This is an optimization exercise on Yosys and OpenROAD, whose aim is small area, not a production implementation.
Where RTL was checked, it was by simulation tests only, not by an equivalence proof against the original.
Power and IR drop assume default switching activity.

==> flow/design.v <==
module AddRawFN(
  input         clock,
  input         reset,
  input         io_a_isNaN,
  input         io_a_isInf,
  input         io_a_isZero,
  input  [8:0]  io_a_exp,
  input  [22:0] io_a_sig,
  input         io_b_isNaN,
  input         io_b_isInf,
  input         io_b_isZero,
  input  [8:0]  io_b_exp,
  input  [22:0] io_b_sig,
  output        io_invalidExc,
  output        io_rawOut_isNaN,
  output        io_rawOut_isInf,
  output        io_rawOut_isZero,
  output [8:0]  io_rawOut_exp,
  output [22:0] io_rawOut_sig
);
  wire [3:0] flags;
  m_flags uf(io_a_isNaN, io_a_isInf, io_a_isZero, io_a_exp, io_a_sig,
             io_b_isNaN, io_b_isInf, io_b_isZero, io_b_exp, io_b_sig, flags);
  wire swap, swapn, swl, far, m24;
  wire [4:0] m, mn;
  wire [8:0] E;
  m_exp ue(io_a_exp, io_b_exp, swap, swapn, swl, m, mn, far, m24, E);
  wire [24:0] Xn;
  assign Xn[24] = swap;
  c_nor2 ux23(swap, io_b_sig[22], Xn[23]);
  c_o22ai ux1(swapn, io_a_sig[1], swap, io_b_sig[0], Xn[1]);
  c_nand2 ux0(swap, io_a_sig[0], Xn[0]);
  genvar i;
  generate for (i = 2; i <= 22; i = i + 1) begin : gx
    c_o22ai u(swapn, io_a_sig[i], swap, io_b_sig[i-1], Xn[i]);
  end endgenerate
  wire [24:0] y1;
  generate for (i = 0; i <= 8; i = i + 1) begin : gy1
    c_o22ai u(mn[4], Xn[i+16], m[4], Xn[i], y1[i]);
  end endgenerate
  generate for (i = 9; i <= 24; i = i + 1) begin : fy1
    c_nor2 u(m[4], Xn[i], y1[i]);
  end endgenerate
  wire [24:0] y2n;
  generate for (i = 0; i <= 16; i = i + 1) begin : gy2n
    c_o22ai u(mn[3], y1[i+8], m[3], y1[i], y2n[i]);
  end endgenerate
  generate for (i = 17; i <= 24; i = i + 1) begin : fy2n
    c_nand2 u(mn[3], y1[i], y2n[i]);
  end endgenerate
  wire [24:0] y3;
  generate for (i = 0; i <= 20; i = i + 1) begin : gy3
    c_o22ai u(mn[2], y2n[i+4], m[2], y2n[i], y3[i]);
  end endgenerate
  generate for (i = 21; i <= 24; i = i + 1) begin : fy3
    c_nor2 u(m[2], y2n[i], y3[i]);
  end endgenerate
  wire [24:0] y4n;
  generate for (i = 0; i <= 22; i = i + 1) begin : gy4n
    c_o22ai u(mn[1], y3[i+2], m[1], y3[i], y4n[i]);
  end endgenerate
  generate for (i = 23; i <= 24; i = i + 1) begin : fy4n
    c_nand2 u(mn[1], y3[i], y4n[i]);
  end endgenerate
  wire Tpre;
  m_sticky ust(m[4:1], m24, swl, Xn[15:0], y1[7:0], y2n[3:0], y3[1:0], Tpre);
  wire [22:0] Ln;
  wire swln = ~swl;
  generate for (i = 0; i <= 22; i = i + 1) begin : gl
    c_o22ai u(swln, io_b_sig[i], swl, io_a_sig[i], Ln[i]);
  end endgenerate
  reg [22:0] q_ln;
  reg [24:0] q_yn;
  reg        q_m0, q_far, q_t;
  reg [8:0]  q_e;
  reg [3:0]  q_f;
  always @(posedge clock) begin
    q_ln <= Ln;
    q_yn <= y4n;
    q_m0 <= m[0];
    q_far <= far;
    q_t <= Tpre;
    q_e <= E;
    q_f <= flags;
  end
  wire qpA = ~q_m0 | q_far;
  wire qpB = q_m0 | q_far;
  wire [24:0] y5;
  generate for (i = 0; i <= 23; i = i + 1) begin : gy5
    c_o22ai u(qpA, q_yn[i+1], qpB, q_yn[i], y5[i]);
  end endgenerate
  c_nor2 uy5(qpB, q_yn[24], y5[24]);
  wire [23:0] q_b = y5[24:1];
  wire q_g = y5[0];
  wire q_st = (q_t | (q_m0 & ~q_yn[0])) & ~q_far;
  wire [23:0] q_s;
  wire [11:0] q_c;
  m_badd ub({1'b0, q_ln}, q_b, q_s, q_c);
  wire [22:0] F;
  wire [8:0] Eo;
  m_s2 u2(q_s, q_c, q_g, q_st, q_e, F, Eo);
  reg [35:0] p2, p3, p4, p5, p6;
  always @(posedge clock) begin
    p2 <= {q_f, Eo, F};
    p3 <= p2;
    p4 <= p3;
    p5 <= p4;
    p6 <= p5;
  end
  assign {io_invalidExc, io_rawOut_isNaN, io_rawOut_isInf, io_rawOut_isZero, io_rawOut_exp, io_rawOut_sig} = p6;
endmodule
module c_o22ai(input a1, a2, b1, b2, output y);
  assign y = ~((a1 | a2) & (b1 | b2));
endmodule
module c_nand2(input a, b, output y);
  assign y = ~(a & b);
endmodule
module c_nor2(input a, b, output y);
  assign y = ~(a | b);
endmodule
module m_flags(input an, ai, az, input [8:0] ae, input [22:0] as, input bn, bi, bz, input [8:0] be, input [22:0] bs,
               output [3:0] flags);
  wire sNaN_a = an & ~ai & ~az & (&ae[7:0]) & ~as[22] & (|as[21:0]);
  wire sNaN_b = bn & ~bi & ~bz & (&be[7:0]) & ~bs[22] & (|bs[21:0]);
  assign flags = {sNaN_a | sNaN_b | (ai & bz) | (az & bi), an | bn, ai | bi, az | bz};
endmodule
module m_exp(input [8:0] ae, be, output swap, swapn, swl, output [4:0] m, mn, output far, m24, output [8:0] E);
  wire [9:0] d = {1'b0, ae} - {1'b0, be};
  wire lt;
  m_cmp uc(ae, be, lt);
  assign swap = lt;
  assign swapn = ~lt;
  assign swl = d[9];
  wire [8:0] nd = ~d[8:0];
  assign far = d[9] ? (nd >= 9'd24) : (d[8:0] >= 9'd25);
  assign m24 = d[9] ? (nd == 9'd23) : (d[8:0] == 9'd24);
  wire [4:0] dl = d[4:0];
  genvar k;
  generate for (k = 0; k < 5; k = k + 1) begin : mx
    m_xx ux(dl[k], lt, m[k], mn[k]);
  end endgenerate
  assign E = d[9] ? be : ae;
endmodule
module m_xx(input d, s, output m, mn);
  assign m = d ^ s;
  assign mn = ~(d ^ s);
endmodule
module m_cmp(input [8:0] a, b, output lt);
  wire [8:0] l0 = ~a & b;
  wire [8:0] e0 = ~(a ^ b);
  wire [3:0] l1, e1;
  genvar k;
  generate for (k = 0; k < 4; k = k + 1) begin : t1
    assign l1[k] = l0[2*k+1] | (e0[2*k+1] & l0[2*k]);
    assign e1[k] = e0[2*k+1] & e0[2*k];
  end endgenerate
  wire [1:0] l2, e2;
  generate for (k = 0; k < 2; k = k + 1) begin : t2
    assign l2[k] = l1[2*k+1] | (e1[2*k+1] & l1[2*k]);
    assign e2[k] = e1[2*k+1] & e1[2*k];
  end endgenerate
  wire l3 = l2[1] | (e2[1] & l2[0]);
  wire e3 = e2[1] & e2[0];
  assign lt = l0[8] | (e0[8] & l3);
endmodule
module m_sticky(input [4:1] m, input m24, swap, input [15:0] xn, input [7:0] y1, input [3:0] y2n,
                input [1:0] y3, output t);
  wire x16 = ~(&xn[15:2]) | (~xn[1] & ~(m24 & ~swap)) | (~xn[0] & ~m24);
  wire [3:0] w;
  c_nor2 u0(y1[0], y1[1], w[0]);
  c_nor2 u1(y1[2], y1[3], w[1]);
  c_nor2 u2(y1[4], y1[5], w[2]);
  c_nor2 u3(y1[6], y1[7], w[3]);
  wire o8, o4, o2n, ta, tb;
  c_nand4 u4(w[0], w[1], w[2], w[3], o8);
  c_nand4 u5(y2n[0], y2n[1], y2n[2], y2n[3], o4);
  c_nor2 u6(y3[0], y3[1], o2n);
  c_a22oi u7(m[4], x16, m[3], o8, ta);
  m_st2 u8(m[2], o4, m[1], o2n, tb);
  c_nand2 u9(ta, tb, t);
endmodule
module m_st2(input m2, o4, m1, o2n, output y);
  assign y = ~((m2 & o4) | (m1 & ~o2n));
endmodule
module c_nand4(input a, b, c, d, output y);
  assign y = ~(a & b & c & d);
endmodule
module c_a22oi(input a1, a2, b1, b2, output y);
  assign y = ~((a1 & a2) | (b1 & b2));
endmodule
module m_badd(input [23:0] An, B, output [23:0] s, output [11:0] c);
  genvar i;
  generate for (i = 0; i < 12; i = i + 1) begin : blk
    m_b2 u(An[2*i+1:2*i], B[2*i+1:2*i], s[2*i+1:2*i], c[i]);
  end endgenerate
endmodule
module m_b2(input [1:0] an, b, output [1:0] s, output c);
  wire [1:0] a = ~an;
  wire g0 = a[0] & b[0];
  assign s[0] = a[0] ^ b[0];
  m_fa f(a[1], b[1], g0, s[1], c);
endmodule
module m_fa(input a, b, ci, output s, co);
  assign s = a ^ b ^ ci;
  assign co = (a & b) | (ci & (a | b));
endmodule
module m_s2(input [23:0] q_s, input [11:0] q_c, input q_g, q_st, input [8:0] q_e, output [22:0] F, output [8:0] Eo);
  wire [23:0] Vn;
  wire V24;
  m_s2v uv(q_s, q_c, q_g, q_st, Vn, V24);
  wire V24n = ~V24;
  genvar j;
  generate for (j = 0; j < 23; j = j + 1) begin : fm
    c_o22ai u(V24n, Vn[j+1], V24, Vn[j], F[j]);
  end endgenerate
  assign Eo = q_e + {8'h0, V24};
endmodule
module m_s2v(input [23:0] q_s, input [11:0] q_c, input q_g, q_st, output [23:0] Vn, output V24);
  wire [11:0] bp, gp, pp;
  genvar k;
  generate for (k = 0; k < 12; k = k + 1) begin : b
    assign bp[k] = q_s[2*k] & q_s[2*k+1];
  end endgenerate
  assign gp[1] = 1'b0; assign pp[1] = 1'b1;
  generate for (k = 1; k < 11; k = k + 1) begin : pf
    assign gp[k+1] = q_c[k] | (bp[k] & gp[k]);
    assign pp[k+1] = bp[k] & pp[k];
  end endgenerate
  wire gpt = q_c[11] | (bp[11] & gp[11]);
  wire ppt = bp[11] & pp[11];
  wire up0 = q_g & (q_st | q_s[0]);
  wire up1 = q_s[0] & (q_g | q_st | q_s[1]);
  wire ovf = gpt | (ppt & q_c[0]);
  wire rnz = ovf ? up1 : up0;
  wire [1:0] r0 = ovf ? {up1, 1'b0} : {1'b0, up0};
  wire co0 = q_c[0] | (bp[0] & rnz);
  wire [1:0] v0 = q_s[1:0] + r0;
  assign Vn[1:0] = ~v0;
  generate for (k = 1; k < 12; k = k + 1) begin : inc
    wire ci = gp[k] | (pp[k] & co0);
    assign Vn[2*k] = ~(q_s[2*k] ^ ci);
    assign Vn[2*k+1] = ~(q_s[2*k+1] ^ (ci & q_s[2*k]));
  end endgenerate
  assign V24 = gpt | (ppt & co0);
endmodule
clock: 4.0 ns
lec_check: 0
abc_area: 0
cap_margin: 20
core_margin: 2
core_utilization: 55
cts_buf_list: sky130_fd_sc_hd__clkbuf_8
cts_cluster_diameter: 60
cts_cluster_size: 20
gpl_timing_driven: 0
slew_margin: 20
synth_hierarchical: 1
synth_minimum_keep_size: 0
standard.sh (not shown) runs the stock make flow with config.mk's settings and CLKGATE_MAP_FILE= SYNTH_SCRIPT=/design/flow/synth_recipe.tcl, a recipe that flattens the netlist after the stock synthesis.
==> flow/flow/run.sh <==
#!/bin/bash
# Standard ORFS layout, but with plain buf_1 cells as the port buffers instead of the
# delay cells buffer_ports would otherwise pick. Full make output goes to standard.log.
set -euo pipefail
bash standard.sh "BUFFER_PORTS_ARGS=-buffer_cell sky130_fd_sc_hd__buf_1" finish > standard.log 2>&1
==> next run, changes <==
--- a/flow/design.v
+++ b/flow/design.v
@@ -126,8 +126,7 @@
 endmodule
 module m_exp(input [8:0] ae, be, output swap, swapn, swl, output [4:0] m, mn, output far, m24, output [8:0] E);
   wire [9:0] d = {1'b0, ae} - {1'b0, be};
-  wire lt;
-  m_cmp uc(ae, be, lt);
+  wire lt = d[9];
   assign swap = lt;
   assign swapn = ~lt;
   assign swl = d[9];
@@ -144,24 +143,6 @@
 module m_xx(input d, s, output m, mn);
   assign m = d ^ s;
   assign mn = ~(d ^ s);
-endmodule
-module m_cmp(input [8:0] a, b, output lt);
-  wire [8:0] l0 = ~a & b;
-  wire [8:0] e0 = ~(a ^ b);
-  wire [3:0] l1, e1;
-  genvar k;
-  generate for (k = 0; k < 4; k = k + 1) begin : t1
-    assign l1[k] = l0[2*k+1] | (e0[2*k+1] & l0[2*k]);
-    assign e1[k] = e0[2*k+1] & e0[2*k];
-  end endgenerate
-  wire [1:0] l2, e2;
-  generate for (k = 0; k < 2; k = k + 1) begin : t2
-    assign l2[k] = l1[2*k+1] | (e1[2*k+1] & l1[2*k]);
-    assign e2[k] = e1[2*k+1] & e1[2*k];
-  end endgenerate
-  wire l3 = l2[1] | (e2[1] & l2[0]);
-  wire e3 = e2[1] & e2[0];
-  assign lt = l0[8] | (e0[8] & l3);
 endmodule
 module m_sticky(input [4:1] m, input m24, swap, input [15:0] xn, input [7:0] y1, input [3:0] y2n,
                 input [1:0] y3, output t);
=>
- clock skew is lower by 5.0 ps
- final cell count is lower by a few percent
- clock-buffer cell count is higher by 2
- total power is higher by a few percent
- non-clock buffer count is higher by 11
- global-route usage is about the same
- worst setup slack gets better by 54 ps
- synthesized cell count is lower by a few percent
- area after synthesis is lower by a few percent
- hold slack barely changes
- die area is lower by a few percent
The RTL of the second run of this note was laid out without a check of its function.

==> separate check: timing with driven ports <==
In the flow no input, the clock included, has a driving cell. The finished layouts below were timed again as built, in two steps.
Step 1, drivers: a clkbuf_16 drives clock and a buf_2 each remaining input, both assumed.
Step 2 also shifts input and output timing later by t, the mid clock arrival at the registers, as if the neighbouring blocks saw the same clock.
Slacks: no drivers / after step 1 / after step 2; pairs: no drivers / after step 1.
run	t (ns)	slack for setup (ns)	hold slack, ns	worst slew at a driven data input, ns	pins driven straight from the clock port
the first run	0.536	0.147 / 0.170 / -0.366	0.328 / 0.328 / 0.328	0.05	1
the second run	0.522	0.201 / 0.201 / -0.296	0.328 / 0.328 / 0.328	0.03	1
With both steps, setup timing fails in the first run and the second run, where it was met with ideal ports. For the first run, which loses most, drivers alone change the setup slack by +0.023 ns; drivers and shift together by -0.513 ns.
